This design comes from an exercise in tuning for small area, a short achievable clock period and few clock cycles on the open sky130 flow, not from production work. The RTL was checked by simulation tests, not by an equivalence proof against the original design. Power and IR drop assume default switching activity.

[flow/config.mk]
export PLATFORM = sky130hd
export DESIGN_NAME = JAM
export DESIGN_NICKNAME = JAM
export VERILOG_FILES = /design/flow/design.v
export SDC_FILE = /design/flow/constraint.sdc
export NUM_CORES = 4
export LEC_CHECK = 0
export CAP_MARGIN = 20
export CORE_MARGIN = 2
export CORE_UTILIZATION = 40
export SETUP_SLACK_MARGIN = 3.0
export SLEW_MARGIN = 20
[flow/constraint.sdc]
create_clock -name core_clock -period 7.0 [get_ports {CLK}]
set_input_delay 1.4000 -clock core_clock [delete_from_list [all_inputs] [get_ports {CLK}]]
set_output_delay 1.4000 -clock core_clock [all_outputs]
set_load 0.01 [all_outputs]
[flow/design.v]
module JAM (
input CLK,
input RST,
output reg [2:0] W,
output reg [2:0] J,
input [6:0] Cost,
output reg [3:0] MatchCount,
output reg [9:0] MinCost,
output reg Valid );
localparam ST_HUNG  = 3'd0;
localparam ST_TIGHT = 3'd1;
localparam ST_RED   = 3'd2;
localparam ST_RYS   = 3'd3;
localparam ST_DONE  = 3'd4;
localparam [7:0] INF = 8'hff;
reg [2:0]  st;
reg [2:0]  row;           
reg        root;          
reg [2:0]  j0;            
reg [63:0] nvf;           
reg [63:0] mvf;           
reg [23:0] wayf;          
reg [7:0]  wset;          
reg [23:0] pf;            
reg [7:0]  matched;
reg [7:0]  used;          
reg [6:0]  Dprev;         
reg [7:0]  best;          
reg [2:0]  j1;
reg [7:0]  Kr;            
reg        post, mfr;
reg [2:0]  j1r;
reg [6:0]  bestr;
reg        isact;
reg [2:0]  iss;
reg [5:0]  tcnt;          
reg        vA, kA, lA, mA; reg [2:0] cA;
reg        vB, kB, lB; reg [2:0] cB; reg [7:0] YB;
reg        vD, lD;     reg [2:0] cD; reg [7:0] keyD; reg [7:0] mvD;
reg        aact;
reg [2:0]  jj;
reg [2:0]  arow;
reg [7:0]  tmask;
reg [2:0]  trow;
reg [7:0]  Rr, Rc;
reg [7:0]  S;
reg        vF, lF, sF; reg [31:0] F;
reg        vQ, lQ, sQ; reg [7:0]  Q;
function [3:0] pc8;
  input [7:0] x;
  pc8 = x[0] + x[1] + x[2] + x[3] + x[4] + x[5] + x[6] + x[7];
endfunction
function [3:0] mul4;
  input [3:0] a, b;
  mul4 = a * b;
endfunction
function any4;
  input [3:0] x;
  any4 = |x;
endfunction
function two4;
  input [3:0] x;
  two4 = (x[0] & x[1]) | (x[2] & x[3]) | ((x[0] | x[1]) & (x[2] | x[3]));
endfunction
function oneh;
  input [7:0] x;
  oneh = (any4(x[3:0]) ^ any4(x[7:4])) & ~two4(x[3:0]) & ~two4(x[7:4]);
endfunction
wire [63:0] T = mvf;
wire        hung  = (st == ST_HUNG);
wire        tight = (st == ST_TIGHT);
wire       lt_km  = keyD < mvD;
wire       lt_kb  = keyD < best;
wire       lt_mb  = mvD < best;
wire       take   = root || lt_km;
wire [7:0] nm     = take ? keyD : mvD;
wire       upd    = vD && hung && !used[cD];
wire       nlt    = upd && (take ? lt_kb : lt_mb);
wire       dec    = vD && lD && hung;
wire [7:0] bestf  = nlt ? nm : best;
wire [2:0] j1f    = nlt ? cD : j1;
wire       mf     = nlt ? matched[cD] : matched[j1];
wire [2:0] pj1f   = nlt ? pf[cD*3 +: 3] : pf[j1*3 +: 3];
wire       dec_cont = dec && mf;
wire       dec_end  = dec && !mf;
wire       nrow7  = (row == 3'd7);
wire [7:0] oh_d   = 8'd1 << cD;
wire       tfirst = (cD == 3'd0) || lt_kb;
wire [7:0] tmask_n = tfirst ? oh_d : ((keyD == best) ? (tmask | oh_d) : tmask);
wire        hiss = hung && isact && !post;
wire        tiss = tight && isact;
reg         issue_now;
reg  [2:0]  icol, irow;
reg         ik, il, im;
always @(*) begin
  issue_now = 1'b0; icol = 3'd0; irow = row; ik = 1'b0; il = 1'b0; im = 1'b1;
  if (dec_cont) begin
    issue_now = 1'b1; icol = j1f; irow = pj1f; ik = 1'b1; im = 1'b0;
  end else if (dec_end) begin
    issue_now = 1'b1; icol = 3'd0; irow = nrow7 ? 3'd0 : row + 3'd1;
  end else if (post) begin
    issue_now = !mfr; icol = 3'd1; irow = nrow7 ? 3'd0 : row + 3'd1;
  end else if (hiss) begin
    issue_now = 1'b1;
    icol = (root ? 3'd0 : j0) + iss;
    irow = root ? row : pf[j0*3 +: 3]; il = (iss == 3'd7); im = root;
  end else if (tiss) begin
    issue_now = 1'b1; icol = tcnt[2:0]; irow = tcnt[5:3]; il = (tcnt == 6'd63);
  end
end
wire [7:0] nvA    = nvf[cA*8 +: 8];
wire       pA     = used[cA];
wire       padd   = mA && pA;
wire       asub   = !mA;
wire [6:0] Dp     = post ? bestr : Dprev;
wire [7:0] Zx     = kA ? ~{1'b0, bestr} : (asub ? ~Kr : (pA ? {1'b0, Dp} : 8'd0));
wire [7:0] Y      = nvA + Zx + {7'd0, asub};
wire       nvwe   = vA && (kA || padd);
wire [9:0] keyB   = {3'd0, Cost} + {{2{YB[7]}}, YB};
reg [7:0] fr, fc, rsel, csel, colm, mr;
integer r, c;
always @(*) begin
  fr = 8'd0; fc = 8'd0; rsel = 8'd0; csel = 8'd0;
  for (r = 0; r < 8; r = r + 1) begin
    mr = T[r*8 +: 8] & Rc;
    if (Rr[r] && oneh(mr)) begin
      fr[r] = 1'b1;
      csel = csel | mr;
    end
  end
  for (c = 0; c < 8; c = c + 1) begin
    for (r = 0; r < 8; r = r + 1) colm[r] = T[r*8 + c];
    colm = colm & Rr;
    if (Rc[c] && oneh(colm)) begin
      fc[c] = 1'b1;
      rsel = rsel | colm;
    end
  end
end
wire red_done = (fr == 8'd0) && (fc == 8'd0);
wire [7:0] S_next = ((S | ~Rc) + 8'd1) & Rc;
reg  [31:0] fac;
always @(*) begin
  for (r = 0; r < 8; r = r + 1)
    fac[r*4 +: 4] = Rr[r] ? pc8(T[r*8 +: 8] & S) : 4'd1;
end
wire [3:0] q0 = mul4(mul4(F[3:0],   F[7:4]),   mul4(F[11:8],  F[15:12]));
wire [3:0] q1 = mul4(mul4(F[19:16], F[23:20]), mul4(F[27:24], F[31:28]));
wire [3:0] prod = mul4(Q[3:0], Q[7:4]);
always @(posedge CLK) begin
  if (RST) begin
    st <= ST_HUNG;
    row <= 3'd0; root <= 1'b1; j0 <= 3'd0;
    nvf <= 64'd0; wset <= 8'd0; matched <= 8'd0; used <= 8'd0;
    Dprev <= 7'd0; best <= INF;
    post <= 1'b0;
    W <= 3'd0; J <= 3'd0;
    vA <= 1'b1; kA <= 1'b0; lA <= 1'b0; cA <= 3'd0; mA <= 1'b1;
    isact <= 1'b1; iss <= 3'd1;
    vB <= 1'b0; vD <= 1'b0;
    lB <= 1'b0; lD <= 1'b0;
    aact <= 1'b0;
    vF <= 1'b0; vQ <= 1'b0;
    MinCost <= 10'd0; MatchCount <= 4'd0; Valid <= 1'b0;
  end else begin
    vA <= issue_now; kA <= ik; lA <= il; cA <= icol; mA <= im;
    if (issue_now) begin
      W <= irow; J <= icol;
    end
    if (hiss) begin
      iss <= iss + 3'd1;
      if (iss == 3'd7) isact <= 1'b0;
    end
    if (tiss) begin
      tcnt <= tcnt + 6'd1;
      if (tcnt == 6'd63) isact <= 1'b0;
    end
    vB <= vA; kB <= kA; lB <= lA; cB <= cA; YB <= Y;
    if (nvwe) nvf[cA*8 +: 8] <= Y;
    if (vA && padd) used[cA] <= 1'b0;
    vD <= vB && !kB; lD <= lB; cD <= cB; keyD <= keyB[8] ? 8'hff : keyB[7:0];
    mvD <= mvf[cB*8 +: 8];
    if (vB && kB) Kr <= keyB[7:0];
    if (upd) begin
      if (take) mvf[cD*8 +: 8] <= keyD;
      if (take && !root) begin
        wayf[cD*3 +: 3] <= j0;
        wset[cD] <= 1'b1;
      end
      if (nlt) begin
        best <= nm; j1 <= cD;
      end
    end
    post <= dec;
    if (dec) begin
      mfr <= mf; j1r <= j1f; bestr <= bestf[6:0];
      isact <= 1'b0;
    end
    if (post) begin
      best <= INF;
      if (root) wset <= 8'd0;
      isact <= 1'b1;
      if (mfr) begin
        j0 <= j1r; root <= 1'b0; used[j1r] <= 1'b1;
        iss <= 3'd1;
      end else begin
        MinCost <= MinCost + {3'd0, bestr};
        Dprev <= bestr; root <= 1'b1;
        iss <= 3'd2;
        if (nrow7) begin
          st <= ST_TIGHT; tcnt <= 6'd2; trow <= 3'd0;
        end else begin
          row <= row + 3'd1;
          aact <= 1'b1; jj <= j1r; arow <= row;
        end
      end
    end
    if (aact) begin
      matched[jj] <= 1'b1;
      if (wset[jj]) begin
        pf[jj*3 +: 3] <= pf[wayf[jj*3 +: 3]*3 +: 3];
        jj <= wayf[jj*3 +: 3];
      end else begin
        pf[jj*3 +: 3] <= arow;
        aact <= 1'b0;
      end
    end
    if (tight && vD) begin
      if (tfirst) best <= keyD;
      tmask <= tmask_n;
      if (cD == 3'd7) begin
        mvf[trow*8 +: 8] <= tmask_n;
        trow <= trow + 3'd1;
        if (trow == 3'd7) begin
          st <= ST_RED; Rr <= 8'hff; Rc <= 8'hff;
        end
      end
    end
    if (st == ST_RED) begin
      Rr <= Rr & ~fr & ~rsel;
      Rc <= Rc & ~fc & ~csel;
      if (red_done) begin
        st <= ST_RYS; S <= 8'd0; MatchCount <= 4'd0;
      end
    end
    vF <= 1'b0;
    if (st == ST_RYS) begin
      vF <= 1'b1; F <= fac; sF <= (^S) ^ (^Rc); lF <= (S_next == 8'd0);
      S <= S_next;
      if (S_next == 8'd0) st <= ST_DONE;
    end
    vQ <= vF; lQ <= lF; sQ <= sF; Q <= {q1, q0};
    if (vQ) begin
      MatchCount <= sQ ? MatchCount - prod : MatchCount + prod;
      if (lQ) Valid <= 1'b1;
    end
  end
end
endmodule
[flow/run.sh]
#!/bin/bash
# synth_recipe.tcl (not shown) runs the flow's synth.tcl, then flattens the netlist and writes it again
# the make line also repeats each setting of config.mk as NAME=value (left out here)
make -C /OpenROAD-flow-scripts/flow DESIGN_CONFIG=/design/flow/config.mk WORK_HOME=/design/flow/orfs CLKGATE_MAP_FILE= SYNTH_SCRIPT=/design/flow/synth_recipe.tcl finish
==> results of run 1 <==
[logic make-up (layout without fill, tap and decap cells)]
group                      count (synthesis)  count (layout)  share of synthesized area (%)
and+or+nand+nor                          945             945                           17.0
xor gates and xnor gates                 118             118                           3.94
muxes                                    132             132                           7.75
AOI/OAI and AO/OA                        619             619                           16.7
adders and majority gates                175             175                           9.40
DFF                                      409             409                           41.0
buffers and inverters                    296             329                           4.26
[path summary, 6_finish.rpt]
kind                               from               end  slack [ps]
hold / removal             lF$_DFFE_PP_      lQ$_DFFE_PN_         430
setup reg to reg  keyD[0]$_SDFFCE_PP1N_  mvf[5]$_DFFE_PN_        3070
hold reg to reg            lF$_DFFE_PP_      lQ$_DFFE_PN_         430
setup / recovery  keyD[0]$_SDFFCE_PP1N_  mvf[5]$_DFFE_PN_        3070
[sequential cells by signal, summed over array words and instances, names as in the netlist, 10 cells and up]
| register | count |
|---|---|
| mvf | 64 |
| nvf | 64 |
| F | 32 |
| pf | 24 |
| wayf | 24 |
| MinCost | 10 |
[metal layers]
| metal | wire length (um) | vias up | part of all wire [%] |
|---|---|---|---|
| met2 | 43700 | 1199 | 47 |
| met1 | 36500 | 11200 | 39 |
| met4 | 4770 | 0 | 5.1 |
| li1 | - | 9956 | - |
| met3 | 7980 | 320 | 8.6 |
| met5 | 0 | - | 0 |
[cell usage after synthesis (30+ instances only)]
master,count
dfxtp_1,153
a22o_1,51
inv_1,120
clkbuf_1,145
mux4_2,54
nor2b_1,32
nand3_1,60
nand2b_1,37
nand4_1,46
o22ai_1,83
o21ai_0,43
nand2_1,350
edfxtp_1,256
ha_1,134
a21oi_1,109
and2_1,85
mux2i_1,53
fa_1,38
a32oi_1,31
nor3_1,37
a22oi_1,163
and3_1,30
xnor2_1,90
nor2_1,213
[worst register-to-register path, delay by kind of cell (launching register included)]
kind | cells | cell delay [ps]
fa+ha+maj | 1 | 200
simple gates | 1 | 460
flops | 1 | 760
buf+inv | 2 | 470
compound gates | 5 | 1720
[area by class of cell]
cell class | count | area [um^2]
Sequential cell | 409 | 10800
Clock inverter | 22 | 210
Timing Repair Buffer | 113 | 987
Inverter | 125 | 482
Multi-Input combinational cell | 1989 | 14600
Clock buffer | 69 | 1380
Tap cell | 855 | 1070
Fill cell | 6167 | 35200
[power breakdown]
part,total [mW],switching (mW),internal (mW),leakage [nW]
combinational,0.816,0.485,0.331,6.64
clock,2.54,1.08,1.46,0.775
sequential,2.79,0.159,2.63,3.64
total,6.15,1.73,4.42,11.1
[per-stage QoR]
stage | setup slack (ps) | instance area (um^2) | utilization, % | instances
6_report | 3070 | 29500 | 45.6 | 3582
5_1_grt | 2920 | 29500 | 45.6 | 3582
4_1_cts | 3000 | 29200 | 45.2 | 3560
3_5_place_dp | 2370 | 27300 | 42.2 | 3444
3_3_place_gp | 2500 | 27300 | 42.1 | 3441
2_1_floorplan | 3030 | 26300 | - | 2694
[timing repair]
item	in CTS	in global routing
hold buffers	0	0
gates cloned	1	0
resized for setup	27	18
pin swaps	1	5
endpoints found under the setup margin	115	100
setup buffers	24	22
==> qor.csv, run 1 <==
stage;metric;value;unit
status;status;finished clean;
power_and_ir_drop;P per Cell Area;209;nW/um^2
detailed_routing;Detail Route Antenna Nets;0;
detailed_routing;Via density;6.32;
grt;Most Crowded Layer GR;met2;
die;core area;64700;um^2
synth;Synth area leaders;edfxtp_1 (29%), dfxtp_1 (12%), ha_1 (6.4%);
critical_path;CP Launch Type;flip-flop;
layout;layout cells sized above 1;11.0;%
grt;number of global-route vias before repair;22400;
detailed_routing;via count;22600;
detailed_routing;First-pass DRT Iterations;8;
critical_path;Cell Chain, Critical Path;inv_1 -> ha_1 -> o221a_2 -> o31ai_1 -> and2_1 -> o31ai_1 -> a32oi_1 -> buf_2 -> o22ai_1;
grt;M1 GR Usage;33.7;%
critical_path;CP peak stage delay;760;ps
critical_path;R2R cell count;9;
run;MaxCap Viol Count;0;
hold_path;Worst Hold Depth;0;
die;Starting Density;40.6;%
grt;GRT Total Usage;26.9;%
synth;Syn. warnings;1;
grt;met3 usage;5.13;%
critical_path;critical path endpoint category;flip-flop;
hold_path;type of the worst min-delay path;reg -> reg;
synth;dominant synthesized flop cell;edfxtp_1;
synth;Cell Area, Synth;26300;um^2
layout;Final #Nets;2868;
grt;first-pass GRT wire length;139000;um
critical_path;slowest stage cell, crit path;edfxtp_1;
power_and_ir_drop;Pleak;11.1;nW
critical_path;worst-path fanout max;12;
clocking;clock transition at the registers of the reported paths;60;ps
power_and_ir_drop;Final Power;6.15;mW
detailed_routing;initial DRC count;2849;
die;Die X;260;um
synth;leading area contributor after synthesis;edfxtp_1;
critical_path;Crit path arrival time;4240;ps
die;Boundary Pins;30;
layout;most common cell after layout, fill and taps aside;nand2_1;
synth;sequential fraction of the synthesis area;41.0;%
critical_path;Buf+Inv Stages, Crit Path;2;
sta;setup TNS;0;ps
sta;period utilization;56.1;%
sta;Pins Over Slew Limit;0;
synth;Mapped Cells;2694;
clocking;CTS tree;yes;
synth;Synth Net Count;2875;
critical_path;Critical Path RT;7310;ps
synth;flops & latches, synth;409;
clocking;htree depth;2;
layout;ANT cells;0;
sta;slew margin rel.;27.3;%
sta;Finish-stage setup viols;0;
power_and_ir_drop;worst ir drop on vdd;174;uV
grt;routing usage on met2;44.5;%
grt;total grt overflow;0;
sta;hold_ws;427;ps
clocking;clk sinks;409;
placement;IO buf count;29;
synth;Yosys top cell area share;29.3;%
synth;Post-Syn Area per Cell;9.74;um^2
die;std cell rows;93;
detailed_routing;DRC;0;
die;die area;67700;um^2
sta;Highest Clock Rate;255;MHz
placement;dpl hpwl;63900;um
critical_path;critical path depth;9;
sta;Least-Margin Pin Slew;1080;ps
layout;Layout area overhead;12.4;%
synth;Post-synth EDFFs;256;
synth;Netlist cell types;74;
sta;Fin. Hold Viols;0;
critical_path;critical path's top delay family;compound AO/OA/AOI/OAI gates;
critical_path;critical path class;reg -> reg;
grt;antenna violations before repair;0;
grt;largest net degree at the start of global routing;94;
sta;Worst Clk Skew;44.2;ps
detailed_routing;wire per inst;25.9;um
critical_path;Most common cell on crit path;o31ai_1;
clocking;clk root buf;clkbuf_16;
sta;RSZ-0062 raised after global routing;true;
clocking;Max Buffers Root-to-Sink;3;
layout;commonest non-fill, non-tap cells in the layout;nand2_1 (349), edfxtp_1 (256), nor2_1 (211);
sta;Final min period;3930;ps
clocking;clk latency of the worst-skew pair;620;ps
clocking;Num CTS Buffers;49;
synth;Post-synth ARST share;0;%
placement;RePlAce Congestion;1.01;
detailed_routing;Total Wirelength;92900;um
die;Die Y;260;um
Testbench counts, summed over its fixed seeds: cycles 4,912.
==> inputs of run 2 (changes only) <==
--- a/flow/design.v
+++ b/flow/design.v
@@ -117,10 +117,10 @@
 wire [7:0] Y      = nvA + Zx + {7'd0, asub};
 wire       nvwe   = vA && (kA || padd);
 wire [9:0] keyB   = {3'd0, Cost} + {{2{YB[7]}}, YB};
-reg [7:0] fr, fc, rsel, csel, colm, mr;
-integer r, c;
+reg [7:0] fr, csel, mr;
+integer r;
 always @(*) begin
-  fr = 8'd0; fc = 8'd0; rsel = 8'd0; csel = 8'd0;
+  fr = 8'd0; csel = 8'd0;
   for (r = 0; r < 8; r = r + 1) begin
     mr = T[r*8 +: 8] & Rc;
     if (Rr[r] && oneh(mr)) begin
@@ -128,16 +128,8 @@
       csel = csel | mr;
     end
   end
-  for (c = 0; c < 8; c = c + 1) begin
-    for (r = 0; r < 8; r = r + 1) colm[r] = T[r*8 + c];
-    colm = colm & Rr;
-    if (Rc[c] && oneh(colm)) begin
-      fc[c] = 1'b1;
-      rsel = rsel | colm;
-    end
-  end
-end
-wire red_done = (fr == 8'd0) && (fc == 8'd0);
+end
+wire red_done = (fr == 8'd0);
 wire [7:0] S_next = ((S | ~Rc) + 8'd1) & Rc;
 reg  [31:0] fac;
 always @(*) begin
@@ -237,8 +229,8 @@
       end
     end
     if (st == ST_RED) begin
-      Rr <= Rr & ~fr & ~rsel;
-      Rc <= Rc & ~fc & ~csel;
+      Rr <= Rr & ~fr;
+      Rc <= Rc & ~csel;
       if (red_done) begin
         st <= ST_RYS; S <= 8'd0; MatchCount <= 4'd0;
       end
--- a/flow/config.mk
+++ b/flow/config.mk
@@ -8,5 +8,5 @@
 export CAP_MARGIN = 20
 export CORE_MARGIN = 2
 export CORE_UTILIZATION = 40
-export SETUP_SLACK_MARGIN = 3.0
+export SETUP_SLACK_MARGIN = 3.3
 export SLEW_MARGIN = 20
==> qor.csv, run 2 <==
stage;metric;value;unit;change
status;status;finished clean;;unchanged
critical_path;critical path endpoint category;flip-flop;;unchanged
synth;Cell Area, Synth;24900;um^2;was 26300 um^2
die;Die Y;253;um;was 260 um
sta;Least-Margin Pin Slew;1220;ps;was 1080 ps
hold_path;type of the worst min-delay path;reg -> reg;;unchanged
critical_path;worst-path fanout max;18;;was 12
sta;Finish-stage setup viols;0;;unchanged
placement;placed cells;3257;;was 3444
sta;slew margin rel.;17.3;%;was 27.3%
synth;Synth area leaders;edfxtp_1 (31%), dfxtp_1 (12%), ha_1 (7.0%);;was edfxtp_1 (29%), dfxtp_1 (12%), ha_1 (6.4%)
sta;setup TNS;0;ps;unchanged
synth;sequential fraction of the synthesis area;43.2;%;was 41.0%
grt;largest net degree at the start of global routing;105;;was 94
layout;fin area;28800;um^2;was 29500 um^2
critical_path;critical path class;reg -> reg;;unchanged
synth;Yosys top cell area share;30.9;%;was 29.3%
sta;RSZ-0062 raised after global routing;true;;unchanged
sta;Worst Clk Skew;34.7;ps;was 44.2 ps
synth;Synth Net Count;2664;;was 2875
synth;Post-synth ARST share;0;%;unchanged
sta;hold_ws;421;ps;was 427 ps
synth;top-count cell post-synth;nand2_1;;unchanged
detailed_routing;wire per inst;23.3;um;was 25.9 um
die;die area;64200;um^2;was 67700 um^2
synth;Post-Syn Area per Cell;10.0;um^2;was 9.74 um^2
layout;commonest non-fill, non-tap cells in the layout;nand2_1 (324), edfxtp_1 (256), nor2_1 (201);;was nand2_1 (349), edfxtp_1 (256), nor2_1 (211)
grt;first-pass GRT wire length;121000;um;was 139000 um
die;std cell rows;91;;was 93
power_and_ir_drop;P per Cell Area;212;nW/um^2;was 209 nW/um^2
power_and_ir_drop;Pleak;10.9;nW;was 11.1 nW
sta;period utilization;52.5;%;was 56.1%
synth;Post-synth top cells;nand2_1 (326), edfxtp_1 (256), nor2_1 (207), dfxtp_1 (153), a22oi_1 (147);;was nand2_1 (350), edfxtp_1 (256), nor2_1 (213), a22oi_1 (163), dfxtp_1 (153)
placement;RePlAce Congestion;0.922;;was 1.01
layout;Layout area overhead;15.7;%;was 12.4%
clocking;clk sinks;409;;unchanged
grt;GRT Total Usage;24.6;%;was 26.9%
grt;total grt overflow;0;;unchanged
clocking;clk root buf;clkbuf_16;;unchanged
layout;ANT cells;0;;unchanged
die;Starting Density;40.4;%;was 40.6%
die;Die X;253;um;was 260 um
synth;Syn. warnings;1;;unchanged
detailed_routing;First-pass DRT Iterations;8;;unchanged
sta;Pins Over Slew Limit;0;;unchanged
grt;antenna violations before repair;0;;unchanged
layout;most common cell after layout, fill and taps aside;nand2_1;;unchanged
placement;DP Area;26000;um^2;was 27300 um^2
detailed_routing;Detail Route Antenna Nets;0;;unchanged
placement;dpl hpwl;55100;um;was 63900 um
detailed_routing;Via density;5.93;;was 6.32
synth;XOR/XNOR share of the synthesized area;3.87;%;was 3.94%
die;core area;61600;um^2;was 64700 um^2
synth;post-synthesis adder-cell area fraction;10.1;%;was 9.40%
clocking;Max Buffers Root-to-Sink;3;;unchanged
synth;flops & latches, synth;409;;unchanged
synth;main combinational cell family by area after synthesis;simple AND/OR/NAND/NOR gates;;unchanged
clocking;htree depth;2;;unchanged
layout;Non-Filler Instances;3437;;was 3582
sta;Final min period;3680;ps;was 3930 ps
critical_path;CP Launch Type;flip-flop;;unchanged
clocking;clock transition at the registers of the reported paths;60;ps;about the same
synth;Post-synth EDFFs;256;;unchanged
detailed_routing;Total Wirelength;80000;um;was 92900 um
layout;layout cells sized above 1;13.9;%;was 11.0%
synth;Netlist cell types;77;;was 74
critical_path;Crit path arrival time;4180;ps;was 4240 ps
layout;fill cell count;5734;;was 6167
detailed_routing;via count;20400;;was 22600
synth;post-synthesis simple-gate area fraction;16.4;%;was 17.0%
power_and_ir_drop;worst ir drop on vdd;199;uV;was 174 uV
power_and_ir_drop;Final Power;6.09;mW;was 6.15 mW
clocking;CTS tree;yes;;unchanged
detailed_routing;DRC;0;;unchanged
layout;Final #Nets;2748;;was 2868
sta;Fin. Hold Viols;0;;unchanged
grt;number of global-route vias before repair;20400;;was 22400
run;MaxCap Viol Count;0;;unchanged
critical_path;Critical Path RT;7510;ps;was 7310 ps
die;Boundary Pins;30;;unchanged
clocking;Num CTS Buffers;48;;was 49
layout;top flop regs;mvf: 64 flops, nvf: 64 flops, F: 32 flops;;unchanged
synth;leading area contributor after synthesis;edfxtp_1;;unchanged
sta;Highest Clock Rate;272;MHz;was 255 MHz
detailed_routing;initial DRC count;2035;;was 2849
clocking;clk latency of the worst-skew pair;620;ps;about the same
synth;compound-cell area share of the yosys netlist;15.1;%;was 16.7%
synth;post-synthesis mux area share;7.58;%;was 7.75%
synth;Mapped Cells;2478;;was 2694
synth;dominant synthesized flop cell;edfxtp_1;;unchanged
placement;IO buf count;29;;unchanged
==> run 2: logic make-up after synthesis <==
kind of cell,after synthesis
AO/OA/AOI/OAI,546
XOR/XNOR,110
adder cells (fa/ha/maj),179
buffers and inverters,240
flip-flops,409
multiplexers,120
AND/OR/NAND/NOR,874
==> run 2: layer usage <==
metal,track usage (%),wire length [um],up-vias
met5,0,0,-
met4,10.9,3810,0
met3,3.75,5280,255
met2,42.4,38700,842
met1,30.6,32100,10000
li1,-,-,9237
==> run 2: timing repair <==
item	4_1_cts	5_1_grt
buffers inserted	30	56
pin swaps	4	19
hold buffers	0	0
gates resized for setup	38	45
gates cloned	2	2
setup endpoints to repair	143	116
==> run 2: worst max-delay path: stages (launching register included) <==
cell and delay [ps]:
edfxtp_1 500, buf_6 170, ha_1 320, a2111oi_4 360, o41ai_4 140, a21o_4 270
a21o_4 260, a21oi_4 190, inv_6 100, a221o_1 400, and2_1 180, or3_4 420
a211o_1 260
==> run 2: power by group <==
group	internal, mW	switching, mW
combinational	0.332	0.459
clock	1.46	1.08
sequential	2.64	0.123
==> run 2: cell type report <==
| cell class | count | area [um^2] | share of cell area [%] |
|---|---|---|---|
| clock buffer | 65 | 1340 | 4.65 |
| clock inverter | 23 | 245 | 0.852 |
| inverter | 128 | 492 | 1.71 |
| multi-input combinational | 1832 | 13600 | 47.3 |
| sequential | 409 | 10800 | 37.4 |
| tap | 837 | 1050 | 3.64 |
| timing repair buffer | 143 | 1290 | 4.49 |
==> run 2: path summary, 6_finish.rpt <==
kind,startpoint,endpoint,slack (ps),depth (start not counted)
setup / recovery,keyD[1]$_SDFFCE_PP1N_,W[1]$_SDFFE_PP0P_,3320,12
hold / removal,sF$_DFFE_PP_,sQ$_DFFE_PN_,420,0
setup reg to reg,keyD[1]$_SDFFCE_PP1N_,W[1]$_SDFFE_PP0P_,3320,12
hold reg to reg,sF$_DFFE_PP_,sQ$_DFFE_PN_,420,0
==> run 2: per-stage QoR <==
step                      setup WS [ps]  utilization [%]
after CTS                          3190             45.5
after global routing               3220             46.7
final                              3320             46.7
after detailed placement           2520             42.2
after floorplan                    3330                -
after global placement             2580             42.2
Testbench counts of run 2, summed over its fixed seeds: cycles 4,976.
==> inputs of run 3 (changes only) <==
--- a/flow/design.v
+++ b/flow/design.v
@@ -42,10 +42,9 @@
 reg [2:0]  arow;
 reg [7:0]  tmask;
 reg [2:0]  trow;
-reg [7:0]  Rr, Rc;
-reg [7:0]  S;
-reg        vF, lF, sF; reg [31:0] F;
-reg        vQ, lQ, sQ; reg [7:0]  Q;
+reg        vF, lF, sF;
+reg        vQ, lQ, sQ;
+reg [2:0]  i0r;           
 function [3:0] pc8;
   input [7:0] x;
   pc8 = x[0] + x[1] + x[2] + x[3] + x[4] + x[5] + x[6] + x[7];
@@ -67,6 +66,12 @@
   oneh = (any4(x[3:0]) ^ any4(x[7:4])) & ~two4(x[3:0]) & ~two4(x[7:4]);
 endfunction
 wire [63:0] T = mvf;
+wire [7:0]  S  = wayf[7:0];
+wire [7:0]  Rr = wayf[15:8];
+wire [7:0]  Rc = wayf[23:16];
+wire [31:0] F  = {nvf[59:56], nvf[51:48], nvf[43:40], nvf[35:32],
+                  nvf[27:24], nvf[19:16], nvf[11:8],  nvf[3:0]};
+wire [7:0]  Q  = {nvf[15:12], nvf[7:4]};
 wire        hung  = (st == ST_HUNG);
 wire        tight = (st == ST_TIGHT);
 wire       lt_km  = keyD < mvD;
@@ -103,7 +108,7 @@
   end else if (hiss) begin
     issue_now = 1'b1;
     icol = (root ? 3'd0 : j0) + iss;
-    irow = root ? row : pf[j0*3 +: 3]; il = (iss == 3'd7); im = root;
+    irow = root ? row : i0r; il = (iss == 3'd7); im = root;
   end else if (tiss) begin
     issue_now = 1'b1; icol = tcnt[2:0]; irow = tcnt[5:3]; il = (tcnt == 6'd63);
   end
@@ -185,7 +190,7 @@
     end
     post <= dec;
     if (dec) begin
-      mfr <= mf; j1r <= j1f; bestr <= bestf[6:0];
+      mfr <= mf; j1r <= j1f; bestr <= bestf[6:0]; i0r <= pj1f;
       isact <= 1'b0;
     end
     if (post) begin
@@ -224,24 +229,28 @@
         mvf[trow*8 +: 8] <= tmask_n;
         trow <= trow + 3'd1;
         if (trow == 3'd7) begin
-          st <= ST_RED; Rr <= 8'hff; Rc <= 8'hff;
+          st <= ST_RED; wayf[23:8] <= 16'hffff;
         end
       end
     end
     if (st == ST_RED) begin
-      Rr <= Rr & ~fr;
-      Rc <= Rc & ~csel;
+      wayf[15:8]  <= Rr & ~fr;
+      wayf[23:16] <= Rc & ~csel;
       if (red_done) begin
-        st <= ST_RYS; S <= 8'd0; MatchCount <= 4'd0;
+        st <= ST_RYS; wayf[7:0] <= 8'd0; MatchCount <= 4'd0;
       end
     end
     vF <= 1'b0;
     if (st == ST_RYS) begin
-      vF <= 1'b1; F <= fac; sF <= (^S) ^ (^Rc); lF <= (S_next == 8'd0);
-      S <= S_next;
+      vF <= 1'b1; sF <= (^S) ^ (^Rc); lF <= (S_next == 8'd0);
+      for (r = 0; r < 8; r = r + 1) nvf[r*8 +: 4] <= fac[r*4 +: 4];
+      wayf[7:0] <= S_next;
       if (S_next == 8'd0) st <= ST_DONE;
     end
-    vQ <= vF; lQ <= lF; sQ <= sF; Q <= {q1, q0};
+    vQ <= vF; lQ <= lF; sQ <= sF;
+    if (vF) begin
+      nvf[7:4] <= q0; nvf[15:12] <= q1;
+    end
     if (vQ) begin
       MatchCount <= sQ ? MatchCount - prod : MatchCount + prod;
       if (lQ) Valid <= 1'b1;
==> qor.csv, run 3 <==
stage;metric;value;unit;change
layout;Layout area overhead;13.0;%;was 15.7%
critical_path;Crit path arrival time;4130;ps;was 4180 ps
critical_path;R2R cell count;12;;unchanged
sta;Final min period;3710;ps;was 3680 ps
synth;Netlist cell types;83;;was 77
power_and_ir_drop;worst ir drop on vdd;174;uV;was 199 uV
power_and_ir_drop;P per Cell Area;205;nW/um^2;was 212 nW/um^2
critical_path;flop-to-flop setup slack;3290;ps;was 3320 ps
grt;number of global-route vias before repair;19400;;was 20400
sta;Least-Margin Pin Slew;1100;ps;was 1220 ps
clocking;htree depth;2;;unchanged
detailed_routing;wire per inst;25.6;um;was 23.3 um
critical_path;worst-path fanout max;8;;was 18
status;status;finished clean;;unchanged
die;Starting Density;40.5;%;was 40.4%
sta;Highest Clock Rate;270;MHz;was 272 MHz
critical_path;startpoint of the lowest-slack register-to-register path;wayf[1]$_DFFE_PN_;;was keyD[1]$_SDFFCE_PP1N_
synth;Cell Area, Synth;23400;um^2;was 24900 um^2
synth;sequential fraction of the synthesis area;38.1;%;was 43.2%
sta;Finish-stage setup viols;0;;unchanged
synth;dominant synthesized flop cell;edfxtp_1;;unchanged
clocking;CTS tree;yes;;unchanged
synth;Yosys top cell area share;25.0;%;was 30.9%
detailed_routing;DRC;0;;unchanged
synth;post-synthesis mux area share;9.66;%;was 7.58%
sta;setup TNS;0;ps;unchanged
synth;Mapped Cells;2425;;was 2478
sta;Pins Over Slew Limit;0;;unchanged
critical_path;Worst Setup SP;wayf[1]$_DFFE_PN_;;was keyD[1]$_SDFFCE_PP1N_
sta;final setup margin;3290;ps;was 3320 ps
sta;Worst Clk Skew;32.0;ps;was 34.7 ps
clocking;clk sinks;348;;was 409
synth;Post-synth EDFFs;195;;was 256
grt;total grt overflow;0;;unchanged
die;Boundary Pins;30;;unchanged
sta;RSZ-0062 raised after global routing;true;;unchanged
clocking;cts hold-fix bufs;0;;unchanged
detailed_routing;Detail Route Antenna Nets;0;;unchanged
sta;slew margin rel.;25.9;%;was 17.3%
layout;commonest non-fill, non-tap cells in the layout;nand2_1 (275), edfxtp_1 (195), nor2_1 (168);;was nand2_1 (324), edfxtp_1 (256), nor2_1 (201)
layout;Final #Nets;2629;;was 2748
sta;period utilization;52.9;%;was 52.5%
clocking;clk root buf;clkbuf_16;;unchanged
layout;fill cell count;5411;;was 5734
die;die area;60400;um^2;was 64200 um^2
grt;antenna violations before repair;2;;was 0
clocking;Max Buffers Root-to-Sink;3;;unchanged
synth;flops & latches, synth;348;;was 409
synth;compound-cell area share of the yosys netlist;17.2;%;was 15.1%
sta;Fin. Hold Viols;0;;unchanged
die;std cell rows;88;;was 91
critical_path;Critical Path End;nvf[26]$_SDFFE_PP0P_;;was W[1]$_SDFFE_PP0P_
placement;IO buf count;29;;unchanged
layout;ANT cells;0;;unchanged
sta;hold_ws;437;ps;was 421 ps
synth;XOR/XNOR share of the synthesized area;4.15;%;was 3.87%
layout;layout cells sized above 1;12.8;%;was 13.9%
synth;Synth area leaders;edfxtp_1 (25%), dfxtp_1 (13%), ha_1 (7.1%);;was edfxtp_1 (31%), dfxtp_1 (12%), ha_1 (7.0%)
synth;Synth Net Count;2605;;was 2664
die;Die Y;246;um;was 253 um
detailed_routing;via count;20500;;was 20400
synth;Post-synth ARST share;0;%;unchanged
placement;dpl hpwl;59100;um;was 55100 um
critical_path;critical path endpoint category;flip-flop;;unchanged
placement;Post-Place Setup Slack;2490;ps;was 2520 ps
detailed_routing;Via density;6.32;;was 5.93
run;MaxCap Viol Count;0;;unchanged
grt;GRT Total Usage;26.8;%;was 24.6%
synth;post-synthesis simple-gate area fraction;16.4;%;about the same
die;Die X;246;um;was 253 um
detailed_routing;First-pass DRT Iterations;14;;was 8
synth;Syn. warnings;1;;unchanged
synth;Post-synth top cells;nand2_1 (279), edfxtp_1 (195), nor2_1 (169), dfxtp_1 (153), ha_1 (133);;was nand2_1 (326), edfxtp_1 (256), nor2_1 (207), dfxtp_1 (153), a22oi_1 (147)
die;core area;57800;um^2;was 61600 um^2
synth;leading area contributor after synthesis;edfxtp_1;;unchanged
layout;final core utilization;45.7;%;was 46.7%
detailed_routing;initial DRC count;2627;;was 2035
critical_path;FF-to-FF End;nvf[26]$_SDFFE_PP0P_;;was W[1]$_SDFFE_PP0P_
clocking;Num CTS Buffers;41;;was 48
synth;post-synthesis adder-cell area fraction;10.4;%;was 10.1%
layout;top flop regs;mvf: 64 flops, nvf: 64 flops;;was mvf: 64 flops, nvf: 64 flops, F: 32 flops
critical_path;Critical Path RT;7430;ps;was 7510 ps
placement;RePlAce Congestion;1.02;;was 0.922
layout;most common cell after layout, fill and taps aside;nand2_1;;unchanged
synth;Post-Syn Area per Cell;9.65;um^2;was 10.0 um^2
critical_path;critical path class;reg -> reg;;unchanged
clocking;clock transition at the registers of the reported paths;70;ps;was 60 ps
critical_path;CP Launch Type;flip-flop;;unchanged
clocking;clk latency of the worst-skew pair;590;ps;was 620 ps
grt;largest net degree at the start of global routing;80;;was 105
synth;top-count cell post-synth;nand2_1;;unchanged
synth;main combinational cell family by area after synthesis;compound AO/OA/AOI/OAI gates;;was simple AND/OR/NAND/NOR gates
grt;first-pass GRT wire length;123000;um;was 121000 um
power_and_ir_drop;Pleak;10.4;nW;was 10.9 nW
hold_path;type of the worst min-delay path;reg -> reg;;unchanged
detailed_routing;Total Wirelength;83200;um;was 80000 um
## run 3: changes by cell type in the layout (fill, tap and decap cells not counted), sizes merged, moves of 8 or more
| cell | delta |
|---|---|
| buf | -35 |
| nand2 | -48 |
| a22oi | -57 |
| nor2 | -38 |
| and3 | +13 |
| a31o | +9 |
| a31oi | +15 |
| a21oi | +24 |
| inv | -8 |
| edfxtp | -61 |
| a32oi | +17 |
| mux2i | +53 |
| a221oi | +13 |
| nand2b | -16 |
## run 3: critical path, stage by stage, from the launching register on
cell       delay [ps]
edfxtp_1          570
buf_4             220
and2_4            150
fa_1              490
inv_1              50
fa_1              500
fa_1              540
inv_1              40
ha_1              220
fa_2              370
xnor2_2           190
a2bb2oi_2         150
a21oi_1            70
## run 3: worst min-delay path by stage
stage                  start            end  slack [ps]  cells past startpoint
2_1_floorplan   lF$_DFFE_PP_   lQ$_DFFE_PN_         400                      0
3_3_place_gp   lA$_SDFF_PP0_  lB$_SDFF_PP0_         420                      1
3_5_place_dp    kB$_DFFE_PN_  vD$_SDFF_PP0_         430                      1
4_1_cts         kB$_DFFE_PN_  vD$_SDFF_PP0_         430                      1
5_1_grt         kB$_DFFE_PN_  vD$_SDFF_PP0_         450                      1
6_report        kB$_DFFE_PN_  vD$_SDFF_PP0_         440                      1
## run 3: power by group
group / internal (mW) / switching, mW
registers: 2.24 / 0.155
clock network: 1.16 / 0.908
logic: 0.374 / 0.565
total: 3.78 / 1.63
## run 3: kinds of logic after synthesis
family | Yosys count
and+or+nand+nor | 800
AOI/OAI and AO/OA | 582
DFF | 348
buffers and inverters | 247
adders and majority gates | 172
muxes | 165
xor gates and xnor gates | 111
## run 3: routing by layer
metal	wire length, um	track usage [%]	up-vias
met5	12	0	-
met4	4220	11.7	2
met3	9160	6.02	276
met2	36300	40.9	1244
met1	33500	36.3	9940
li1	-	-	9064
## run 3: stage by stage
stage,area [um^2],power (mW),std cells
floorplan,23400,2.98,2425
global placement,24400,3.28,3117
detailed placement,24400,3.29,3119
CTS,25900,5.38,3216
global route,26400,5.59,3247
finish,26400,5.41,3247
## run 3: area by class of cell
cell class / instances / area [um^2] / area share, %
clock buffer: 66 / 1180 / 4.47
clock inverter: 10 / 76.3 / 0.289
inverter: 119 / 452 / 1.71
multi-input combinational: 1832 / 13900 / 52.7
sequential: 348 / 8930 / 33.8
tap: 765 / 957 / 3.62
timing repair buffer: 107 / 920 / 3.48
## run 3: timing repair
action                                  CTS  global route
gates resized for setup                  21            58
endpoints found under the setup margin  129            99
gates cloned                              0             2
buffers inserted                         21            28
pin swaps                                 5            22
Testbench counts of run 3, summed over its fixed seeds: cycles 4,976.
==> inputs of run 4 (changes only) <==
--- a/flow/config.mk
+++ b/flow/config.mk
@@ -5,6 +5,7 @@
 export SDC_FILE = /design/flow/constraint.sdc
 export NUM_CORES = 4
 export LEC_CHECK = 0
+export ABC_AREA = 1
 export CAP_MARGIN = 20
 export CORE_MARGIN = 2
 export CORE_UTILIZATION = 40
==> qor.csv, run 4 <==
stage;metric;value;unit;change
status;status;finished clean;;unchanged
synth;Post-synth EDFFs;195;;unchanged
sta;slew margin rel.;28.1;%;was 25.9%
die;Die Y;253;um;was 246 um
detailed_routing;DRC;0;;unchanged
power_and_ir_drop;Pleak;11.9;nW;was 10.4 nW
sta;Worst Clk Skew;25.1;ps;was 32.0 ps
clocking;CTS tree;yes;;unchanged
clocking;clk root buf;clkbuf_16;;unchanged
power_and_ir_drop;Final Power;6.15;mW;was 5.41 mW
critical_path;Crit path arrival time;4200;ps;was 4130 ps
clocking;Num CTS Buffers;43;;was 41
detailed_routing;Via density;5.82;;was 6.32
critical_path;critical path endpoint category;flip-flop;;unchanged
detailed_routing;wire per inst;22.7;um;was 25.6 um
die;std cell rows;91;;was 88
synth;leading area contributor after synthesis;edfxtp_1;;unchanged
sta;period utilization;53.1;%;was 52.9%
critical_path;worst-path fanout max;6;;was 8
grt;GRT Total Usage;29.1;%;was 26.8%
critical_path;Critical Path RT;7490;ps;was 7430 ps
clocking;clock transition at the registers of the reported paths;60;ps;was 70 ps
power_and_ir_drop;worst ir drop on vdd;146;uV;was 174 uV
synth;XOR/XNOR share of the synthesized area;3.11;%;was 4.15%
synth;Synth area leaders;edfxtp_1 (24%), dfxtp_1 (12%), nand2_1 (11%);;was edfxtp_1 (25%), dfxtp_1 (13%), ha_1 (7.1%)
synth;compound-cell area share of the yosys netlist;19.0;%;was 17.2%
synth;sequential fraction of the synthesis area;35.9;%;was 38.1%
layout;most common cell after layout, fill and taps aside;nand2_1;;unchanged
grt;number of global-route vias before repair;22300;;was 19400
layout;top flop regs;mvf: 64 flops, nvf: 64 flops;;unchanged
synth;Netlist cell types;66;;was 83
layout;layout cells sized above 1;8.60;%;was 12.8%
grt;largest net degree at the start of global routing;77;;was 80
die;Starting Density;40.4;%;was 40.5%
synth;flops & latches, synth;348;;unchanged
sta;Final min period;3720;ps;was 3710 ps
clocking;clk latency of the worst-skew pair;600;ps;was 590 ps
synth;post-synthesis adder-cell area fraction;9.77;%;was 10.4%
synth;main combinational cell family by area after synthesis;simple AND/OR/NAND/NOR gates;;was compound AO/OA/AOI/OAI gates
grt;antenna violations before repair;3;;was 2
detailed_routing;Detail Route Antenna Nets;0;;unchanged
synth;dominant synthesized flop cell;edfxtp_1;;unchanged
die;Die X;253;um;was 246 um
detailed_routing;First-pass DRT Iterations;7;;was 14
detailed_routing;via count;24400;;was 20500
placement;IO buf count;29;;unchanged
sta;Fin. Hold Viols;0;;unchanged
layout;register area;8930;um^2;about the same
critical_path;CP Launch Type;flip-flop;;unchanged
placement;dpl hpwl;69900;um;was 59100 um
clocking;Max Buffers Root-to-Sink;3;;unchanged
die;die area;64000;um^2;was 60400 um^2
synth;Yosys top cell area share;23.6;%;was 25.0%
layout;ANT cells;0;;unchanged
synth;Post-Syn Area per Cell;7.43;um^2;was 9.65 um^2
synth;Post-synth ARST share;0;%;unchanged
run;MaxCap Viol Count;0;;unchanged
synth;Syn. warnings;1;;unchanged
grt;total grt overflow;0;;unchanged
synth;top-count cell post-synth;nand2_1;;unchanged
sta;Finish-stage setup viols;0;;unchanged
layout;commonest non-fill, non-tap cells in the layout;nand2_1 (711), inv_1 (427), nor2_1 (303);;was nand2_1 (275), edfxtp_1 (195), nor2_1 (168)
synth;Post-synth top cells;nand2_1 (715), inv_1 (431), nor2_1 (320), o21ai_0 (305), edfxtp_1 (195);;was nand2_1 (279), edfxtp_1 (195), nor2_1 (169), dfxtp_1 (153), ha_1 (133)
synth;post-synthesis simple-gate area fraction;22.9;%;was 16.4%
synth;Synth Net Count;3520;;was 2605
sta;Highest Clock Rate;269;MHz;was 270 MHz
synth;Cell Area, Synth;24800;um^2;was 23400 um^2
layout;Layout area overhead;12.9;%;was 13.0%
clocking;clk sinks;348;;unchanged
layout;Final #Nets;3542;;was 2629
die;Boundary Pins;30;;unchanged
detailed_routing;initial DRC count;3374;;was 2627
sta;Least-Margin Pin Slew;1070;ps;was 1100 ps
sta;Pins Over Slew Limit;0;;unchanged
layout;final core utilization;45.6;%;was 45.7%
critical_path;critical path class;reg -> reg;;unchanged
detailed_routing;Total Wirelength;95100;um;was 83200 um
synth;Mapped Cells;3340;;was 2425
placement;RePlAce Congestion;1.02;;about the same
die;core area;61500;um^2;was 57800 um^2
layout;fill cell count;6252;;was 5411
sta;setup TNS;0;ps;unchanged
grt;first-pass GRT wire length;141000;um;was 123000 um
synth;post-synthesis mux area share;0;%;was 9.66%
power_and_ir_drop;P per Cell Area;220;nW/um^2;was 205 nW/um^2
hold_path;type of the worst min-delay path;reg -> reg;;unchanged
clocking;htree depth;2;;unchanged
layout;multi-input logic area;13900;um^2;about the same
sta;RSZ-0062 raised after global routing;true;;unchanged
-- run 4: cell count changes after synthesis, moves of 45 or more --
cell	before	now
nand2_1	279	715
inv_1	115	431
o21ai_0	67	305
nor2_1	169	320
nand3_1	68	160
mux2i_1	85	0
and2_1	84	1
a22oi_1	90	20
a21oi_1	130	189
mux4_2	45	0
-- run 4: worst paths after layout --
path / start / end / slack [ps] / cells after the start
hold / removal: lB$_SDFF_PP0_ / lD$_SDFF_PP0_ / 400 / 2
setup / recovery: wayf[0]$_DFFE_PN_ / nvf[50]$_SDFFE_PP0P_ / 3280 / 15
setup reg to reg: wayf[0]$_DFFE_PN_ / nvf[50]$_SDFFE_PP0P_ / 3280 / 15
hold reg to reg: lB$_SDFF_PP0_ / lD$_SDFF_PP0_ / 400 / 2
-- run 4: what timing repair did --
| action | 4_1_cts | 5_1_grt |
|---|---|---|
| hold endpoints to repair | 0 | 0 |
| endpoints found under the setup margin | 95 | 112 |
| setup buffers | 20 | 25 |
| hold buffers | 0 | 0 |
| gates resized for setup | 26 | 93 |
| pin swaps | 5 | 30 |
| cloned | 3 | 2 |
-- run 4: report_power, final --
group | switching (mW) | leakage (nW) | internal [mW]
Sequential | 0.160 | 3.10 | 2.28
Combinational | 0.993 | 8.13 | 0.438
Clock | 0.955 | 0.698 | 1.33
-- run 4: worst max-delay path, cell delays in order (launching register included) --
cell	delay (ps)
edfxtp_1	420
buf_12	170
nand2_1	60
inv_1	50
fa_1	520
inv_1	50
fa_1	520
fa_1	580
inv_1	50
ha_1	220
fa_1	380
xor2_1	170
nand2_1	100
o31ai_1	100
o21ai_0	160
inv_1	50
-- run 4: area by class of cell --
class / instances / area share [%]
sequential: 348 / 31.9
tap: 790 / 3.53
clock buffer: 54 / 4.13
inverter: 460 / 6.40
multi-input combinational: 2408 / 49.7
timing repair buffer: 98 / 3.30
timing repair inverter: 3 / 0.0982
clock inverter: 25 / 0.924
-- run 4: routing by layer --
layer  vias to the layer above  wire (um)  GRT usage, %
li1                      11400          -             -
met1                     11300      40500          40.7
met2                      1374      41700          44.9
met3                       233       8930          4.36
met4                         4       3970          11.8
met5                         -         26             0
-- run 4: cells by family after synthesis --
family          after synthesis
simple gates               1350
compound gates              799
xor+xnor                     88
flops                       348
fa+ha+maj                   171
buf+inv                     584
-- run 4: through the flow --
| stage | setup WS (ps) | hold slack, ps | std cells | instance area (um^2) |
|---|---|---|---|---|
| 3_5_place_dp | 2040 | 401 | 4057 | 25700 |
| 3_3_place_gp | 2070 | 392 | 4057 | 25700 |
| 6_report | 3280 | 404 | 4186 | 28000 |
| 5_1_grt | 3160 | 408 | 4186 | 28000 |
| 2_1_floorplan | 3490 | 388 | 3340 | 24800 |
| 4_1_cts | 3300 | 405 | 4159 | 27500 |
==> inputs of run 5 (changes only) <==
--- a/flow/design.v
+++ b/flow/design.v
@@ -16,7 +16,6 @@
 reg [2:0]  st;
 reg [2:0]  row;           
 reg        root;          
-reg [2:0]  j0;            
 reg [63:0] nvf;           
 reg [63:0] mvf;           
 reg [23:0] wayf;          
@@ -24,22 +23,19 @@
 reg [23:0] pf;            
 reg [7:0]  matched;
 reg [7:0]  used;          
-reg [6:0]  Dprev;         
 reg [7:0]  best;          
 reg [2:0]  j1;
 reg [7:0]  Kr;            
 reg        post, mfr;
-reg [2:0]  j1r;
-reg [6:0]  bestr;
+reg [2:0]  j1r;           
+reg [6:0]  bestr;         
 reg        isact;
-reg [2:0]  iss;
 reg [5:0]  tcnt;          
 reg        vA, kA, lA, mA; reg [2:0] cA;
 reg        vB, kB, lB; reg [2:0] cB; reg [7:0] YB;
 reg        vD, lD;     reg [2:0] cD; reg [7:0] keyD; reg [7:0] mvD;
 reg        aact;
 reg [2:0]  jj;
-reg [2:0]  arow;
 reg [7:0]  tmask;
 reg [2:0]  trow;
 reg        vF, lF, sF;
@@ -107,8 +103,8 @@
     issue_now = !mfr; icol = 3'd1; irow = nrow7 ? 3'd0 : row + 3'd1;
   end else if (hiss) begin
     issue_now = 1'b1;
-    icol = (root ? 3'd0 : j0) + iss;
-    irow = root ? row : i0r; il = (iss == 3'd7); im = root;
+    icol = (root ? 3'd0 : j1r) + tcnt[2:0];
+    irow = root ? row : i0r; il = (tcnt[2:0] == 3'd7); im = root;
   end else if (tiss) begin
     issue_now = 1'b1; icol = tcnt[2:0]; irow = tcnt[5:3]; il = (tcnt == 6'd63);
   end
@@ -117,8 +113,7 @@
 wire       pA     = used[cA];
 wire       padd   = mA && pA;
 wire       asub   = !mA;
-wire [6:0] Dp     = post ? bestr : Dprev;
-wire [7:0] Zx     = kA ? ~{1'b0, bestr} : (asub ? ~Kr : (pA ? {1'b0, Dp} : 8'd0));
+wire [7:0] Zx     = kA ? ~{1'b0, bestr} : (asub ? ~Kr : (pA ? {1'b0, bestr} : 8'd0));
 wire [7:0] Y      = nvA + Zx + {7'd0, asub};
 wire       nvwe   = vA && (kA || padd);
 wire [9:0] keyB   = {3'd0, Cost} + {{2{YB[7]}}, YB};
@@ -147,13 +142,13 @@
 always @(posedge CLK) begin
   if (RST) begin
     st <= ST_HUNG;
-    row <= 3'd0; root <= 1'b1; j0 <= 3'd0;
+    row <= 3'd0; root <= 1'b1;
     nvf <= 64'd0; wset <= 8'd0; matched <= 8'd0; used <= 8'd0;
-    Dprev <= 7'd0; best <= INF;
+    best <= INF;
     post <= 1'b0;
     W <= 3'd0; J <= 3'd0;
     vA <= 1'b1; kA <= 1'b0; lA <= 1'b0; cA <= 3'd0; mA <= 1'b1;
-    isact <= 1'b1; iss <= 3'd1;
+    isact <= 1'b1; tcnt <= 6'd1;
     vB <= 1'b0; vD <= 1'b0;
     lB <= 1'b0; lD <= 1'b0;
     aact <= 1'b0;
@@ -164,14 +159,8 @@
     if (issue_now) begin
       W <= irow; J <= icol;
     end
-    if (hiss) begin
-      iss <= iss + 3'd1;
-      if (iss == 3'd7) isact <= 1'b0;
-    end
-    if (tiss) begin
-      tcnt <= tcnt + 6'd1;
-      if (tcnt == 6'd63) isact <= 1'b0;
-    end
+    if (hiss || tiss) tcnt <= tcnt + 6'd1;
+    if ((hiss && tcnt[2:0] == 3'd7) || (tiss && tcnt == 6'd63)) isact <= 1'b0;
     vB <= vA; kB <= kA; lB <= lA; cB <= cA; YB <= Y;
     if (nvwe) nvf[cA*8 +: 8] <= Y;
     if (vA && padd) used[cA] <= 1'b0;
@@ -181,7 +170,7 @@
     if (upd) begin
       if (take) mvf[cD*8 +: 8] <= keyD;
       if (take && !root) begin
-        wayf[cD*3 +: 3] <= j0;
+        wayf[cD*3 +: 3] <= j1r;
         wset[cD] <= 1'b1;
       end
       if (nlt) begin
@@ -198,17 +187,17 @@
       if (root) wset <= 8'd0;
       isact <= 1'b1;
       if (mfr) begin
-        j0 <= j1r; root <= 1'b0; used[j1r] <= 1'b1;
-        iss <= 3'd1;
+        root <= 1'b0; used[j1r] <= 1'b1;
+        tcnt <= 6'd1;
       end else begin
         MinCost <= MinCost + {3'd0, bestr};
-        Dprev <= bestr; root <= 1'b1;
-        iss <= 3'd2;
+        root <= 1'b1;
+        tcnt <= 6'd2;
         if (nrow7) begin
-          st <= ST_TIGHT; tcnt <= 6'd2; trow <= 3'd0;
+          st <= ST_TIGHT; trow <= 3'd0;
         end else begin
           row <= row + 3'd1;
-          aact <= 1'b1; jj <= j1r; arow <= row;
+          aact <= 1'b1; jj <= j1r;
         end
       end
     end
@@ -218,7 +207,7 @@
         pf[jj*3 +: 3] <= pf[wayf[jj*3 +: 3]*3 +: 3];
         jj <= wayf[jj*3 +: 3];
       end else begin
-        pf[jj*3 +: 3] <= arow;
+        pf[jj*3 +: 3] <= row - 3'd1;
         aact <= 1'b0;
       end
     end
--- a/flow/config.mk
+++ b/flow/config.mk
@@ -5,7 +5,6 @@
 export SDC_FILE = /design/flow/constraint.sdc
 export NUM_CORES = 4
 export LEC_CHECK = 0
-export ABC_AREA = 1
 export CAP_MARGIN = 20
 export CORE_MARGIN = 2
 export CORE_UTILIZATION = 40
==> qor.csv, run 5 <==
stage;metric;value;unit;change
synth;dominant synthesized flop cell;edfxtp_1;;unchanged
sta;period utilization;52.0;%;was 53.1%
clocking;clock transition at the registers of the reported paths;60;ps;about the same
die;core area;56300;um^2;was 61500 um^2
layout;most common cell after layout, fill and taps aside;nand2_1;;unchanged
sta;setup TNS;0;ps;unchanged
die;Die Y;242;um;was 253 um
sta;RSZ-0062 raised after global routing;true;;unchanged
sta;Fin. Hold Viols;0;;unchanged
layout;layout cells sized above 1;12.5;%;was 8.60%
critical_path;critical path class;reg -> reg;;unchanged
layout;Layout area overhead;13.3;%;was 12.9%
sta;Worst Clk Skew;26.8;ps;was 25.1 ps
detailed_routing;wire per inst;24.5;um;was 22.7 um
synth;Post-synth top cells;nand2_1 (274), edfxtp_1 (186), nor2_1 (175), dfxtp_1 (146), ha_1 (134);;was nand2_1 (715), inv_1 (431), nor2_1 (320), o21ai_0 (305), edfxtp_1 (195)
synth;top-count cell post-synth;nand2_1;;unchanged
power_and_ir_drop;P per Cell Area;203;nW/um^2;was 220 nW/um^2
placement;IO buf count;29;;unchanged
power_and_ir_drop;Flop pwr share;43.8;%;was 39.6%
detailed_routing;initial DRC count;2262;;was 3374
synth;flops & latches, synth;332;;was 348
grt;antenna violations before repair;2;;was 3
synth;Syn. warnings;1;;unchanged
clocking;clk sinks;332;;was 348
synth;leading area contributor after synthesis;edfxtp_1;;unchanged
synth;Post-synth ARST share;0;%;unchanged
grt;GRT Total Usage;25.9;%;was 29.1%
die;Die X;242;um;was 253 um
detailed_routing;via count;19700;;was 24400
synth;Synth Net Count;2547;;was 3520
critical_path;CP Launch Type;flip-flop;;unchanged
synth;sequential fraction of the synthesis area;37.5;%;was 35.9%
critical_path;Crit path arrival time;3930;ps;was 4200 ps
power_and_ir_drop;Internal;3.64;mW;was 4.04 mW
layout;commonest non-fill, non-tap cells in the layout;nand2_1 (273), edfxtp_1 (186), nor2_1 (173);;was nand2_1 (711), inv_1 (427), nor2_1 (303)
critical_path;Critical Path RT;7290;ps;was 7490 ps
die;Boundary Pins;30;;unchanged
power_and_ir_drop;Sw Share;30.4;%;was 34.3%
power_and_ir_drop;clock power share;38.0;%;was 37.1%
sta;slew margin rel.;32.3;%;was 28.1%
synth;Netlist cell types;90;;was 66
sta;Highest Clock Rate;274;MHz;was 269 MHz
placement;dpl hpwl;55800;um;was 69900 um
die;Starting Density;40.4;%;about the same
synth;Yosys top cell area share;24.6;%;was 23.6%
synth;Post-synth EDFFs;186;;was 195
hold_path;type of the worst min-delay path;reg -> reg;;unchanged
clocking;CTS tree;yes;;unchanged
sta;Final min period;3640;ps;was 3720 ps
detailed_routing;Via density;6.16;;was 5.82
detailed_routing;DRC;0;;unchanged
detailed_routing;First-pass DRT Iterations;6;;was 7
clocking;htree depth;2;;unchanged
run;MaxCap Viol Count;0;;unchanged
detailed_routing;Total Wirelength;78100;um;was 95100 um
detailed_routing;Detail Route Antenna Nets;0;;unchanged
synth;Synth area leaders;edfxtp_1 (25%), dfxtp_1 (13%), ha_1 (7.4%);;was edfxtp_1 (24%), dfxtp_1 (12%), nand2_1 (11%)
clocking;clk root buf;clkbuf_16;;unchanged
grt;largest net degree at the start of global routing;87;;was 77
synth;Mapped Cells;2366;;was 3340
layout;top flop regs;mvf: 64 flops, nvf: 64 flops;;unchanged
sta;final setup margin;3360;ps;was 3280 ps
power_and_ir_drop;worst ir drop on vdd;155;uV;was 146 uV
sta;Pins Over Slew Limit;0;;unchanged
synth;Post-Syn Area per Cell;9.60;um^2;was 7.43 um^2
grt;total grt overflow;0;;unchanged
grt;number of global-route vias before repair;19000;;was 22300
power_and_ir_drop;Combinational Power Share;18.2;%;was 23.3%
grt;first-pass GRT wire length;117000;um;was 141000 um
power_and_ir_drop;Pleak;10.2;nW;was 11.9 nW
sta;Finish-stage setup viols;0;;unchanged
clocking;clk latency of the worst-skew pair;580;ps;was 600 ps
synth;Cell Area, Synth;22700;um^2;was 24800 um^2
die;std cell rows;87;;was 91
critical_path;critical path endpoint category;flip-flop;;unchanged
placement;Post-Place Setup Slack;1790;ps;was 2040 ps
die;die area;58700;um^2;was 64000 um^2
status;status;finished clean;;unchanged
clocking;cts hold-fix bufs;0;;unchanged
clocking;Num CTS Buffers;40;;was 43
placement;RePlAce Congestion;0.951;;was 1.02
layout;ANT cells;0;;unchanged
critical_path;worst-path fanout max;14;;was 6
layout;Final #Nets;2585;;was 3542
power_and_ir_drop;Sw Pwr;1.59;mW;was 2.11 mW
clocking;Max Buffers Root-to-Sink;3;;unchanged
sta;Least-Margin Pin Slew;1020;ps;was 1070 ps
## run 5: area by class of cell
cell class                 instances  area [um^2]
tap                              756          946
clock inverter                    18          138
inverter                         128          492
sequential                       332         8510
timing repair buffer             122         1100
fill                            5346        30500
multi-input combinational       1780        13500
clock buffer                      55         1070
## run 5: through the flow
step | total power, mW | std cells | instance area [um^2] | util (%) | hold slack [ps]
floorplan | 2.88 | 2366 | 22700 | - | 400
global placement | 3.16 | 3046 | 23600 | 41.9 | 404
detailed placement | 3.18 | 3046 | 23600 | 42.0 | 406
CTS | 5.20 | 3161 | 25300 | 44.9 | 420
global route | 5.42 | 3191 | 25700 | 45.7 | 429
finish | 5.23 | 3191 | 25700 | 45.7 | 418
## run 5: routing by layer
| layer | global-route usage [%] | wire [um] | vias up |
|---|---|---|---|
| met1 | 34.7 | 32900 | 9613 |
| li1 | - | - | 8806 |
| met5 | 0 | 0 | - |
| met2 | 40.5 | 35000 | 1024 |
| met3 | 4.59 | 6400 | 222 |
| met4 | 12.3 | 3810 | 0 |
## run 5: path summary, 6_finish.rpt
path                       from                end  slack [ps]  cells after the start
max          wayf[20]$_DFFE_PN_  wayf[3]$_DFFE_PN_        3360                     11
min                sF$_DFFE_PP_       sQ$_DFFE_PN_         420                      0
max reg2reg  wayf[20]$_DFFE_PN_  wayf[3]$_DFFE_PN_        3360                     11
min reg2reg        sF$_DFFE_PP_       sQ$_DFFE_PN_         420                      0
## run 5: cell families after synthesis
family,after synthesis,synth area share [%]
simple gates,779,16.6
xor+xnor,110,4.24
buf+inv,255,4.41
flops,332,37.5
fa+ha+maj,173,10.8
compound gates,575,17.6
mux,142,8.83
## run 5: power by group through the flow
stage,Sequential [mW],Combinational (mW),Clock (mW)
3_3_place_gp,2.34,0.819,0
2_1_floorplan,2.24,0.645,0
5_1_grt,2.29,1.03,2.10
3_5_place_dp,2.34,0.835,0
6_report,2.29,0.949,1.99
4_1_cts,2.29,0.894,2.02
## run 5: timing repair
| action | in CTS | in global routing |
|---|---|---|
| pin swaps | 3 | 23 |
| endpoints found under the setup margin | 164 | 110 |
| setup buffers | 41 | 28 |
| resized for setup | 36 | 33 |
| gates cloned | 1 | 1 |
## run 5: worst max-delay path, stage by stage, from the launching register on
cell       delay (ps)
edfxtp_1          320
buf_4             270
inv_1             130
nor2_2            440
and3_1            220
a31oi_1            40
o2111ai_1         260
nor2_1            280
or4_1             550
or4_4             580
nand2_1           180
o22ai_1           100
Testbench counts of run 5, summed over its fixed seeds: cycles 4,976.
==> inputs of run 6 (changes only) <==
--- a/flow/config.mk
+++ b/flow/config.mk
@@ -8,5 +8,6 @@
 export CAP_MARGIN = 20
 export CORE_MARGIN = 2
 export CORE_UTILIZATION = 40
+export CTS_BUF_LIST = sky130_fd_sc_hd__clkbuf_4 sky130_fd_sc_hd__clkbuf_8
 export SETUP_SLACK_MARGIN = 3.3
 export SLEW_MARGIN = 20
==> qor.csv, run 6 <==
stage;metric;value;unit;change
status;status;finished clean;;unchanged
detailed_routing;Via density;6.13;;was 6.16
critical_path;Worst Setup SP;cD[2]$_DFFE_PN_;;was wayf[20]$_DFFE_PN_
critical_path;CP Launch Type;flip-flop;;unchanged
critical_path;FF-to-FF End;wayf[17]$_DFFE_PN_;;was wayf[3]$_DFFE_PN_
placement;dpl hpwl;55800;um;unchanged
synth;dominant synthesized flop cell;edfxtp_1;;unchanged
grt;total grt overflow;0;;unchanged
layout;commonest non-fill, non-tap cells in the layout;nand2_1 (272), edfxtp_1 (186), nor2_1 (172);;was nand2_1 (273), edfxtp_1 (186), nor2_1 (173)
critical_path;slowest stage cell, crit path;a221oi_1;;was or4_4
synth;post-synthesis adder-cell area fraction;10.8;%;unchanged
critical_path;critical path endpoint category;flip-flop;;unchanged
clocking;clock transition at the registers of the reported paths;70;ps;was 60 ps
power_and_ir_drop;P per Cell Area;209;nW/um^2;was 203 nW/um^2
hold_path;hold path start;lF$_DFFE_PP_;;was sF$_DFFE_PP_
clocking;Max Buffers Root-to-Sink;3;;unchanged
layout;top flop regs;mvf: 64 flops, nvf: 64 flops;;unchanged
critical_path;startpoint of the lowest-slack register-to-register path;cD[2]$_DFFE_PN_;;was wayf[20]$_DFFE_PN_
layout;most common cell after layout, fill and taps aside;nand2_1;;unchanged
hold_path;Worst Hold Depth;0;;unchanged
synth;Synth area leaders;edfxtp_1 (25%), dfxtp_1 (13%), ha_1 (7.4%);;unchanged
layout;fin area;26000;um^2;was 25700 um^2
clocking;clk sinks;332;;unchanged
detailed_routing;DRC;0;;unchanged
die;core area;56300;um^2;unchanged
synth;compound-cell area share of the yosys netlist;17.6;%;unchanged
sta;slew margin rel.;30.5;%;was 32.3%
power_and_ir_drop;Final Power;5.44;mW;was 5.23 mW
sta;hold_ws;429;ps;was 418 ps
placement;RePlAce Congestion;0.951;;unchanged
critical_path;CP peak stage delay;720;ps;was 580 ps
synth;main combinational cell family by area after synthesis;compound AO/OA/AOI/OAI gates;;unchanged
critical_path;Critical Path RT;7420;ps;was 7290 ps
clocking;clk latency of the worst-skew pair;730;ps;was 580 ps
die;Boundary Pins;30;;unchanged
synth;leading area contributor after synthesis;edfxtp_1;;unchanged
layout;fill cell count;5329;;was 5346
critical_path;flop-to-flop setup slack;3300;ps;was 3360 ps
synth;Netlist cell types;90;;unchanged
die;std cell rows;87;;unchanged
hold_path;Worst Hold End;lQ$_DFFE_PN_;;was sQ$_DFFE_PN_
power_and_ir_drop;worst ir drop on vdd;148;uV;was 155 uV
sta;Final min period;3700;ps;was 3640 ps
synth;post-synthesis mux area share;8.83;%;unchanged
layout;Layout area overhead;14.6;%;was 13.3%
critical_path;worst-path fanout max;8;;was 14
synth;top-count cell post-synth;nand2_1;;unchanged
synth;Syn. warnings;1;;unchanged
placement;IO buf count;29;;unchanged
synth;sequential fraction of the synthesis area;37.5;%;unchanged
die;Die X;242;um;unchanged
sta;setup TNS;0;ps;unchanged
sta;Finish-stage setup viols;0;;unchanged
synth;Synth Net Count;2547;;unchanged
sta;Pins Over Slew Limit;0;;unchanged
clocking;CTS tree;yes;;unchanged
synth;Yosys top cell area share;24.6;%;unchanged
grt;GRT Total Usage;26.0;%;was 25.9%
die;Starting Density;40.4;%;unchanged
synth;flops & latches, synth;332;;unchanged
detailed_routing;wire per inst;24.4;um;was 24.5 um
synth;Mapped Cells;2366;;unchanged
synth;Post-synth ARST share;0;%;unchanged
placement;DP Area;23600;um^2;unchanged
clocking;htree depth;2;;unchanged
synth;Post-Syn Area per Cell;9.60;um^2;unchanged
layout;Final #Nets;2607;;was 2585
sta;RSZ-0062 raised after global routing;true;;unchanged
die;Die Y;242;um;unchanged
run;MaxCap Viol Count;0;;unchanged
sta;Highest Clock Rate;270;MHz;was 274 MHz
-- run 6: repair_timing --
item                                    CTS  global route
resized for setup                        33            55
endpoints found under the setup margin  166           127
pin swaps                                 3            31
buffers inserted                         41            31
gates cloned                              1             1
-- run 6: final cells by class --
type	instances	area, um^2	area share [%]
antenna	1	2.50	0.00962
clock inverter	24	332	1.27
multi-input combinational	1780	13500	52.0
inverter	128	494	1.90
sequential	332	8520	32.7
timing repair buffer	124	1130	4.35
clock buffer	87	1080	4.15
tap	756	946	3.64
-- run 6: kinds of logic after synthesis --
family          after synthesis
compound gates              575
xor+xnor                    110
fa+ha+maj                   173
buf+inv                     255
flops                       332
mux                         142
simple gates                779
-- run 6: through the flow --
step,worst slack (ps),utilization [%],std cells
global placement,1960,41.9,3046
global route,3210,46.2,3231
detailed placement,1790,42.0,3046
floorplan,3310,-,2366
CTS,3280,45.3,3199
finish,3300,46.2,3232
-- run 6: worst max-delay path: cells and delay by family (launching register included) --
kind	cells	cell delay (ps)
and+or+nand+nor	4	1150
muxes	1	340
DFF	1	660
buffers and inverters	1	310
AOI/OAI and AO/OA	2	920
-- run 6: worst max path at each step --
stage,end,slack [ps],cells past startpoint
finish,wayf[17]$_DFFE_PN_,3300,8
global route,nvf[23]$_SDFFE_PP0P_,3210,20
CTS,mvf[3]$_DFFE_PN_,3280,10
detailed placement,nvf[15]$_SDFFE_PP0P_,1790,17
global placement,nvf[15]$_SDFFE_PP0P_,1960,17
floorplan,nvf[15]$_SDFFE_PP0P_,3310,16
-- run 6: routing by layer --
layer	routed length, um	GRT usage, %	part of all wire (%)
met1	32500	34.6	41
met2	35300	40.9	45
met3	7010	4.50	8.9
met4	3990	12.7	5.1
met5	0	0	0
-- run 6: where the power goes --
| group | switching [mW] | leakage (nW) | internal [mW] |
|---|---|---|---|
| Clock | 0.906 | 0.741 | 1.29 |
| Sequential | 0.143 | 2.96 | 2.15 |
| Combinational | 0.571 | 6.69 | 0.389 |
| Total | 1.62 | 10.4 | 3.82 |
